What follows belongs to an exercise in optimizing a design on an open flow for small area; a production flow would make more cautious choices.
Where RTL was checked, it was by simulation tests only, not by an equivalence proof against the original.
Power figures rest on the tool's default switching activity, not on a simulated workload.

## exp/zinc
Design p_1d, start of the top module:
module p_1d(
	input clk, input rst,
	input [0:7] a_11, input [0:7] b_11,
	input [0:7] a_12, input [0:7] b_12,
	input [0:7] a_21, input [0:7] b_21,
	input [0:7] a_22, input [0:7] b_22,
	output [0:16] c_11,
	output [0:16] c_12,
	output [0:16] c_21,
	output [0:16] c_22
	);
==> flow/config.mk <==
export PLATFORM = sky130hd
export DESIGN_NAME = p_1d
export DESIGN_NICKNAME = p_1d
export VERILOG_FILES = /design/flow/design.v
export SDC_FILE = /design/flow/constraint.sdc
export NUM_CORES = 4
export LEC_CHECK = 0
export CAP_MARGIN = 0
export CORE_MARGIN = 2
export CORE_UTILIZATION = 70
export CTS_BUF_LIST = sky130_fd_sc_hd__clkbuf_4 sky130_fd_sc_hd__clkbuf_8
export CTS_CLUSTER_DIAMETER = 100
export CTS_CLUSTER_SIZE = 30
export GPL_TIMING_DRIVEN = 0
export SLEW_MARGIN = 0
export SYNTH_HIERARCHICAL = 1
==> flow/constraint.sdc <==
create_clock -name core_clock -period 7.0 [get_ports {clk}]
set_input_delay 1.4000 -clock core_clock [delete_from_list [all_inputs] [get_ports {clk}]]
set_output_delay 1.4000 -clock core_clock [all_outputs]
set_load 0.01 [all_outputs]
standard.sh (not shown) runs the stock make flow with config.mk's settings and CLKGATE_MAP_FILE= SYNTH_SCRIPT=/design/flow/synth_recipe.tcl, a recipe that flattens the netlist after the stock synthesis.
==> flow/flow/run.sh <==
#!/bin/bash
# Own layout flow: the standard flow (standard.sh, unchanged synthesis)
# with smaller port buffers, a leaner clock tree (no dummy loads), the ABC
# buffers left to the resizer, and the delay cells kept out of the resizer's
# choices. The make output goes to flow_standard.log; ORFS keeps each step's
# own log under orfs/logs/.
set -euo pipefail
# appended to the platform's own DONT_USE_CELLS list by its config.mk
export DONT_USE_CELLS="sky130_fd_sc_hd__clkdlybuf4s15_1 sky130_fd_sc_hd__clkdlybuf4s15_2 sky130_fd_sc_hd__clkdlybuf4s18_1 sky130_fd_sc_hd__clkdlybuf4s18_2 sky130_fd_sc_hd__clkdlybuf4s25_1 sky130_fd_sc_hd__clkdlybuf4s25_2 sky130_fd_sc_hd__clkdlybuf4s50_1 sky130_fd_sc_hd__clkdlybuf4s50_2 sky130_fd_sc_hd__dlygate4sd1_1 sky130_fd_sc_hd__dlygate4sd2_1 sky130_fd_sc_hd__dlygate4sd3_1 sky130_fd_sc_hd__dlymetal6s2s_1 sky130_fd_sc_hd__dlymetal6s4s_1 sky130_fd_sc_hd__dlymetal6s6s_1"
bash standard.sh \
  "BUFFER_PORTS_ARGS=-buffer_cell sky130_fd_sc_hd__buf_1" \
  "CTS_ARGS=-sink_clustering_enable -repair_clock_nets -sink_clustering_size 30 -sink_clustering_max_diameter 100 -root_buf sky130_fd_sc_hd__clkbuf_8 -tree_buf sky130_fd_sc_hd__clkbuf_4 -buf_list {sky130_fd_sc_hd__clkbuf_4} -dont_use_dummy_load" \
  REMOVE_ABC_BUFFERS=1 MATCH_CELL_FOOTPRINT=0 \
  finish > flow_standard.log 2>&1
exp/zinc completed; timing, DRC and antenna clean
Input-level comparison between exp/willow and exp/zinc:
-- flow/flow/run.sh --
<<< exp/zinc, line 11
  "BUFFER_PORTS_ARGS=-buffer_cell sky130_fd_sc_hd__buf_1" \
  "CTS_ARGS=-sink_clustering_enable -repair_clock_nets -sink_clustering_size 30 -sink_clustering_max_diameter 100 -root_buf sky130_fd_sc_hd__clkbuf_8 -tree_buf sky130_fd_sc_hd__clkbuf_4 -buf_list {sky130_fd_sc_hd__clkbuf_4} -dont_use_dummy_load" \
  REMOVE_ABC_BUFFERS=1 MATCH_CELL_FOOTPRINT=0 \
  finish > flow_standard.log 2>&1
>>> exp/willow, line 11
  "BUFFER_PORTS_ARGS=-buffer_cell sky130_fd_sc_hd__buf_1" \
  "CTS_ARGS=-sink_clustering_enable -repair_clock_nets -sink_clustering_size 30 -sink_clustering_max_diameter 100 -buf_list {sky130_fd_sc_hd__clkbuf_4 sky130_fd_sc_hd__clkbuf_8} -dont_use_dummy_load" \
  REMOVE_ABC_BUFFERS=1 \
  finish > flow_standard.log 2>&1
Results
exp/willow completed end to end with timing, DRC and antenna clean. exp/zinc completed; timing, DRC and antenna clean. Comparing exp/zinc against exp/willow, there is no change at all in layout sequential cell count. | average wire length per cell after detail routing | exp/zinc vs exp/willow | ≈ equal |. Delta (exp/willow minus exp/zinc): maximum clock rate moved up; sequential cell fraction of total power about even; detailed-routing iteration count for the pre-antenna-repair pass up 3. Number of distinct library cells after synthesis came out exactly the same in exp/zinc and exp/willow. Comparing exp/zinc with exp/willow, the clock buffer and inverter area fraction after layout came out essentially unchanged. The largest vdd supply drop reported for exp/willow is greater than that of exp/zinc by 2.7%.
Inputs modified between exp/willow and exp/juniper:
-- flow/flow/run.sh --
<<< exp/willow, line 12
  "CTS_ARGS=-sink_clustering_enable -repair_clock_nets -sink_clustering_size 30 -sink_clustering_max_diameter 100 -buf_list {sky130_fd_sc_hd__clkbuf_4 sky130_fd_sc_hd__clkbuf_8} -dont_use_dummy_load" \
  REMOVE_ABC_BUFFERS=1 \
  finish > flow_standard.log 2>&1
>>> exp/juniper, line 12
  "CTS_ARGS=-sink_clustering_enable -repair_clock_nets -sink_clustering_size 30 -sink_clustering_max_diameter 100 -buf_list {sky130_fd_sc_hd__clkbuf_4 sky130_fd_sc_hd__clkbuf_8} -dont_use_dummy_load" \
  REMOVE_ABC_BUFFERS=1 MATCH_CELL_FOOTPRINT=0 \
  finish > flow_standard.log 2>&1
Notes after the runs:
- Re quantity of hold-fixing buffers added after cts: no difference whatsoever between exp/juniper and exp/willow.
- The timing startpoint of the critical path comes out b_11[1] in one run and a_22[2] in the other, namely in exp/juniper and exp/willow respectively.
- From exp/willow to exp/juniper the numbers moved as follows: routed wire length neither gained nor lost much, worst setup slack went down by 0.033 ns, multi-input gate share of total cell area level.
No functional check of the RTL was part of any run of this note.

* * *

Setup of v6:
Another version of the RTL of p_1d (not shown whole).
Size in the first run: about 1400 cells after synthesis, ~68 flip-flops, about 0.014 mm^2 of cells after synthesis.
clock: 7.0 ns
lec_check: 0
cap_margin: 0
core_margin: 2
core_utilization: 60
cts_buf_list: sky130_fd_sc_hd__clkbuf_4 sky130_fd_sc_hd__clkbuf_8
cts_cluster_diameter: 100
cts_cluster_size: 30
gpl_timing_driven: 0
slew_margin: 0
synth_hierarchical: 1
==> flow/flow/run.sh <==
#!/bin/bash
# Own layout flow: the standard flow (standard.sh, unchanged synthesis)
# with smaller port buffers, a leaner clock tree (no dummy loads) and area
# recovery on paths with slack. The make output goes to flow_standard.log;
# ORFS keeps each step's own log under orfs/logs/.
set -euo pipefail
bash standard.sh \
  "BUFFER_PORTS_ARGS=-buffer_cell sky130_fd_sc_hd__buf_1" \
  "CTS_ARGS=-sink_clustering_enable -repair_clock_nets -sink_clustering_size 30 -sink_clustering_max_diameter 100 -buf_list {sky130_fd_sc_hd__clkbuf_4 sky130_fd_sc_hd__clkbuf_8} -dont_use_dummy_load" \
  RECOVER_POWER=100 REMOVE_ABC_BUFFERS=1 \
  finish > flow_standard.log 2>&1
Every stage of the flow completed for v6, and the final layout passed the timing, DRC and antenna checks.
Modified inputs, v7 compared to v6
- CORE_UTILIZATION changed from 60 to 75
Notes after the runs:
Of v7 and v6, v7 shows the lower count of plain and timing-repair buffers, with v6 above it. Going from v6 to v7, via count grows by 3.0%. Changes observed in v7 relative to v6: met3 wire length now sits higher, length of routed met2 wiring shows an increase of 4.5%. Reported for v7 and v6, proportion of synthesized chip area in sequential cells turned out identical to the last digit. Summary of the comparison: worst setup slack is lower in v7, relative to v6. Number of well taps (v6 / v7): 1.4. As far as number of sequential storage elements goes, v6 and v7 are indistinguishable; the numbers are identical. Between v7 and v6, met2 global-route usage is lower for v6, v7 comes in above that. On area used by sequential logic in the layout, v6 tracks v7 almost exactly.
No run of this note included a check of the RTL's function; only the layout flow was run.

* * *

Setup of run A:
p_1d, a different RTL version from the one above (not shown whole).
Size: about 1400 cells after synthesis.
make LEC_CHECK=0 CAP_MARGIN=0 CORE_MARGIN=2 CORE_UTILIZATION=60 CTS_BUF_LIST='sky130_fd_sc_hd__clkbuf_4 sky130_fd_sc_hd__clkbuf_8' CTS_CLUSTER_DIAMETER=100 CTS_CLUSTER_SIZE=30 GPL_TIMING_DRIVEN=0 SLEW_MARGIN=0 SYNTH_HIERARCHICAL=1 finish   # period 7.0 ns
run.sh (not shown) runs the stock make flow with config.mk's settings and CLKGATE_MAP_FILE= SYNTH_SCRIPT=/design/flow/synth_recipe.tcl, a recipe that flattens the netlist after the stock synthesis.
Stock flow here: none of the scripts above is used.
Run A: flow completed, timing, DRC and antenna clean
Relative to run A, the following input files were edited for run B:
# run A
export LEC_CHECK = 0
export CAP_MARGIN = 0
export CORE_MARGIN = 2
export CORE_UTILIZATION = 60
export CTS_BUF_LIST = sky130_fd_sc_hd__clkbuf_4 sky130_fd_sc_hd__clkbuf_8
export CTS_CLUSTER_DIAMETER = 100
export CTS_CLUSTER_SIZE = 30
export GPL_TIMING_DRIVEN = 0
export SLEW_MARGIN = 0
export SYNTH_HIERARCHICAL = 1
create_clock -name core_clock -period 7.0 [get_ports {clk}]
# run B
export LEC_CHECK = 0
export CAP_MARGIN = 0
export CORE_MARGIN = 2
export CORE_UTILIZATION = 75
export CTS_BUF_LIST = sky130_fd_sc_hd__clkbuf_4 sky130_fd_sc_hd__clkbuf_8
export CTS_CLUSTER_DIAMETER = 100
export CTS_CLUSTER_SIZE = 30
export GPL_TIMING_DRIVEN = 0
export SLEW_MARGIN = 0
export SYNTH_HIERARCHICAL = 1
create_clock -name core_clock -period 7.0 [get_ports {clk}]
==> flow/flow/run.sh (new file) <==
#!/bin/bash
# Own layout flow: the standard flow (standard.sh, unchanged synthesis)
# with smaller port buffers, a leaner clock tree (no dummy loads) and area
# recovery on paths with slack. The make output goes to flow_standard.log;
# ORFS keeps each step's own log under orfs/logs/.
set -euo pipefail
bash standard.sh \
  "BUFFER_PORTS_ARGS=-buffer_cell sky130_fd_sc_hd__buf_1" \
  "CTS_ARGS=-sink_clustering_enable -repair_clock_nets -sink_clustering_size 30 -sink_clustering_max_diameter 100 -buf_list {sky130_fd_sc_hd__clkbuf_4 sky130_fd_sc_hd__clkbuf_8} -dont_use_dummy_load" \
  RECOVER_POWER=100 REMOVE_ABC_BUFFERS=1 \
  finish > flow_standard.log 2>&1
==> flow/standard.sh (new file) <==
#!/bin/bash
# synth_recipe.tcl (not shown) runs the flow's synth.tcl, then flattens the netlist and writes it again
# the make line also repeats each setting of config.mk as NAME=value (left out here)
make -C /OpenROAD-flow-scripts/flow DESIGN_CONFIG=/design/flow/config.mk WORK_HOME=/design/flow/orfs CLKGATE_MAP_FILE= SYNTH_SCRIPT=/design/flow/synth_recipe.tcl "${@:-finish}"
removed: flow/run.sh
Findings:
Number of sinks on the clock net came out exactly the same in run A and run B.
Compared with run A, run B shows first-pass GRT wire length that has gone down by a few percent.
Taking run A as the reference, in run B detailed route wirelength on metal3 higher, routed wire length moved down, worst setup slack after placement -440 ps.
Taking run A as the reference point, the largest fanout on the critical path of run B rises by 8.
[run B] met1 global-route usage rose 15 points relative to run A
Looking at global-route usage, run B sits above run A.
Compared with run A, run B shows a number of clock-tree buffers in the layout that is 1 lower.
Cell count on run B is down relative to run A.
> inputs changed (run B -> run C)
# run B
export LEC_CHECK = 0
export CAP_MARGIN = 0
export CORE_MARGIN = 2
export CORE_UTILIZATION = 75
export CTS_BUF_LIST = sky130_fd_sc_hd__clkbuf_4 sky130_fd_sc_hd__clkbuf_8
export CTS_CLUSTER_DIAMETER = 100
export CTS_CLUSTER_SIZE = 30
export GPL_TIMING_DRIVEN = 0
export SLEW_MARGIN = 0
export SYNTH_HIERARCHICAL = 1
create_clock -name core_clock -period 7.0 [get_ports {clk}]
# run C
export LEC_CHECK = 0
export CAP_MARGIN = 0
export CORE_MARGIN = 2
export CORE_UTILIZATION = 60
export CTS_BUF_LIST = sky130_fd_sc_hd__clkbuf_4 sky130_fd_sc_hd__clkbuf_8
export CTS_CLUSTER_DIAMETER = 100
export CTS_CLUSTER_SIZE = 30
export GPL_TIMING_DRIVEN = 0
export SLEW_MARGIN = 0
export SYNTH_HIERARCHICAL = 1
create_clock -name core_clock -period 7.0 [get_ports {clk}]
==> results.txt <==
- The flow did not stop early for run C: all stages ran, and the layout cleared the timing, DRC and antenna checks.
- Cmp run C vs run B: global-route met2 utilization lower in run C
- Going from run B to run C, proportion of power drawn by the clock network +0.2 points, share of power burned in combinational logic -0.3 points, setup slack -51 ps.
Relative to run C, the following input files were edited for run D:
--- a/flow/flow/run.sh
+++ b/flow/flow/run.sh
@@ -9,3 +9,3 @@
   "CTS_ARGS=-sink_clustering_enable -repair_clock_nets -sink_clustering_size 30 -sink_clustering_max_diameter 100 -buf_list {sky130_fd_sc_hd__clkbuf_4 sky130_fd_sc_hd__clkbuf_8} -dont_use_dummy_load" \
-  RECOVER_POWER=100 REMOVE_ABC_BUFFERS=1 \
+  RECOVER_POWER=100 \
   finish > flow_standard.log 2>&1
Findings:
Delta (run D minus run C): internal power shows a reduction of about 2.5%; share of final layout cell area taken by clock buffers and inverters essentially unchanged. Summary: total power, run D better than run C. Number of gates given a new drive strength after cts (higher): run C. Summary of run D over run C: portion of total power attributed to combinational logic lost 0.4 points; utilization picked up an extra 0.15 points; setup slack of the critical path after layout picked up an extra 25 ps. Between run D and run C, it is run D whose critical path depth is higher, by 1. Run C and run D ended up with roughly the same cell area after layout. Higher global-route usage over all layers goes to run D over run C.

* * *

Setup of the reference run:
p_1d, a different RTL version from the one above (not shown whole).
Size in the first run: about 1,400 cells after synthesis, ~68 flip-flops, about 0.014 mm2 of cells after synthesis.
Settings: LEC_CHECK=0, CAP_MARGIN=0, CORE_MARGIN=2, CORE_UTILIZATION=70, CTS_BUF_LIST=sky130_fd_sc_hd__clkbuf_4 sky130_fd_sc_hd__clkbuf_8, CTS_CLUSTER_DIAMETER=100, CTS_CLUSTER_SIZE=30, GPL_TIMING_DRIVEN=0, SLEW_MARGIN=0, SYNTH_HIERARCHICAL=1; clock period 7.0 ns.
standard.sh (not shown) runs the stock make flow with config.mk's settings and CLKGATE_MAP_FILE= SYNTH_SCRIPT=/design/flow/synth_recipe.tcl, a recipe that flattens the netlist after the stock synthesis.
==> flow/flow/run.sh <==
#!/bin/bash
# Own layout flow: the standard flow (standard.sh, unchanged synthesis)
# with smaller port buffers, a leaner clock tree (no dummy loads), the ABC
# buffers left to the resizer, and the delay cells kept out of the resizer's
# choices. The make output goes to flow_standard.log; ORFS keeps each step's
# own log under orfs/logs/.
set -euo pipefail
# appended to the platform's own DONT_USE_CELLS list by its config.mk
export DONT_USE_CELLS="sky130_fd_sc_hd__clkdlybuf4s15_1 sky130_fd_sc_hd__clkdlybuf4s15_2 sky130_fd_sc_hd__clkdlybuf4s18_1 sky130_fd_sc_hd__clkdlybuf4s18_2 sky130_fd_sc_hd__clkdlybuf4s25_1 sky130_fd_sc_hd__clkdlybuf4s25_2 sky130_fd_sc_hd__clkdlybuf4s50_1 sky130_fd_sc_hd__clkdlybuf4s50_2 sky130_fd_sc_hd__dlygate4sd1_1 sky130_fd_sc_hd__dlygate4sd2_1 sky130_fd_sc_hd__dlygate4sd3_1 sky130_fd_sc_hd__dlymetal6s2s_1 sky130_fd_sc_hd__dlymetal6s4s_1 sky130_fd_sc_hd__dlymetal6s6s_1"
bash standard.sh \
  "BUFFER_PORTS_ARGS=-buffer_cell sky130_fd_sc_hd__buf_1" \
  "CTS_ARGS=-sink_clustering_enable -repair_clock_nets -sink_clustering_size 20 -sink_clustering_max_diameter 80 -buf_list {sky130_fd_sc_hd__clkbuf_2 sky130_fd_sc_hd__clkbuf_4 sky130_fd_sc_hd__clkbuf_8} -dont_use_dummy_load" \
  REMOVE_ABC_BUFFERS=1 MATCH_CELL_FOOTPRINT=0 \
  finish > flow_standard.log 2>&1
Modified inputs, the trial run compared to the reference run
Settings: swapping 70 for 65 in CORE_UTILIZATION.
-- flow/flow/run.sh --
<<< the reference run, line 12
  "CTS_ARGS=-sink_clustering_enable -repair_clock_nets -sink_clustering_size 20 -sink_clustering_max_diameter 80 -buf_list {sky130_fd_sc_hd__clkbuf_2 sky130_fd_sc_hd__clkbuf_4 sky130_fd_sc_hd__clkbuf_8} -dont_use_dummy_load" \
>>> the trial run, line 12
  "CTS_ARGS=-sink_clustering_enable -repair_clock_nets -sink_clustering_size 30 -sink_clustering_max_diameter 100 -buf_list {sky130_fd_sc_hd__clkbuf_4 sky130_fd_sc_hd__clkbuf_8} -dont_use_dummy_load" \
Notes after the runs:
- The trial run vs the reference run — overall die area rose about 7.5%.
- Reported for the trial run and the reference run, number of max-cap violations turned out identical to the last digit.
- Compared with the reference run, the trial run shows a area of the core that is 0.0016 mm2 higher.
- Final hold slack: the trial run vs the reference run — no meaningful difference
- As far as overall power of the completed layout is concerned, the reference run and the trial run perform about the same.
- Looking at floorplan row count, the trial run sits 2 above the reference run.
- Looking at routing layer with the top usage in global route, the met2 result is from the trial run; the met1 one comes from the reference run.
- Re die outline height: the trial run and the reference run aren't equal, and the lower value belongs to the reference run.
- The trial run against the reference run; number of violations reported at the end of detailed-routing iteration 0 is down by more than 10%.
- Compared with the reference run, the trial run degrades worst setup slack.
- From the reference run to the trial run, critical path depth did not move at all.

-- port drivers added, routing unchanged --
How much do the figures lean on ideal ports? The routed layouts below were timed once more, with nothing changed but the port constraints. Step 1 assumes that a clkbuf_16 drives the clock port and a buf_2 every other input. Step 2 moves the port delays by t, midway between the first and last clock arrival at a register: inputs arrive t later, outputs are due t later. That takes back most of the time a late clock gives input paths. Three values: ideal ports, drivers, drivers and shift; two values: the first two.
run	t (ns)	setup slack, ns	clock arrival spread, ns	slew at the worst register clock pin (ns)
exp/zinc	0.405	0.219 / 0.234 / -0.171	0.021 / 0.021	0.08 / 0.08
exp/willow	0.402	0.253 / 0.257 / -0.145	0.020 / 0.021	0.08 / 0.08
exp/juniper	0.405	0.219 / 0.234 / -0.171	0.021 / 0.021	0.08 / 0.08
v6	0.409	0.156 / 0.170 / -0.239	0.027 / 0.027	0.09 / 0.09
v7	0.413	0.141 / 0.154 / -0.259	0.028 / 0.028	0.10 / 0.10
run A	0.423	0.188 / 0.161 / -0.262	0.018 / 0.018	0.09 / 0.09
run B	0.411	0.250 / 0.266 / -0.145	0.028 / 0.028	0.09 / 0.09
run C	0.411	0.199 / 0.218 / -0.193	0.029 / 0.030	0.09 / 0.09
run D	0.412	0.224 / 0.169 / -0.243	0.028 / 0.029	0.09 / 0.09
the reference run	0.418	0.215 / 0.234 / -0.185	0.031 / 0.031	0.10 / 0.10
the trial run	0.414	0.194 / 0.211 / -0.203	0.023 / 0.024	0.09 / 0.09
With both steps, setup timing fails in every run listed, where it was met with ideal ports. For run D, which loses most, drivers alone change the setup slack by -0.055 ns; drivers and shift together by -0.467 ns.
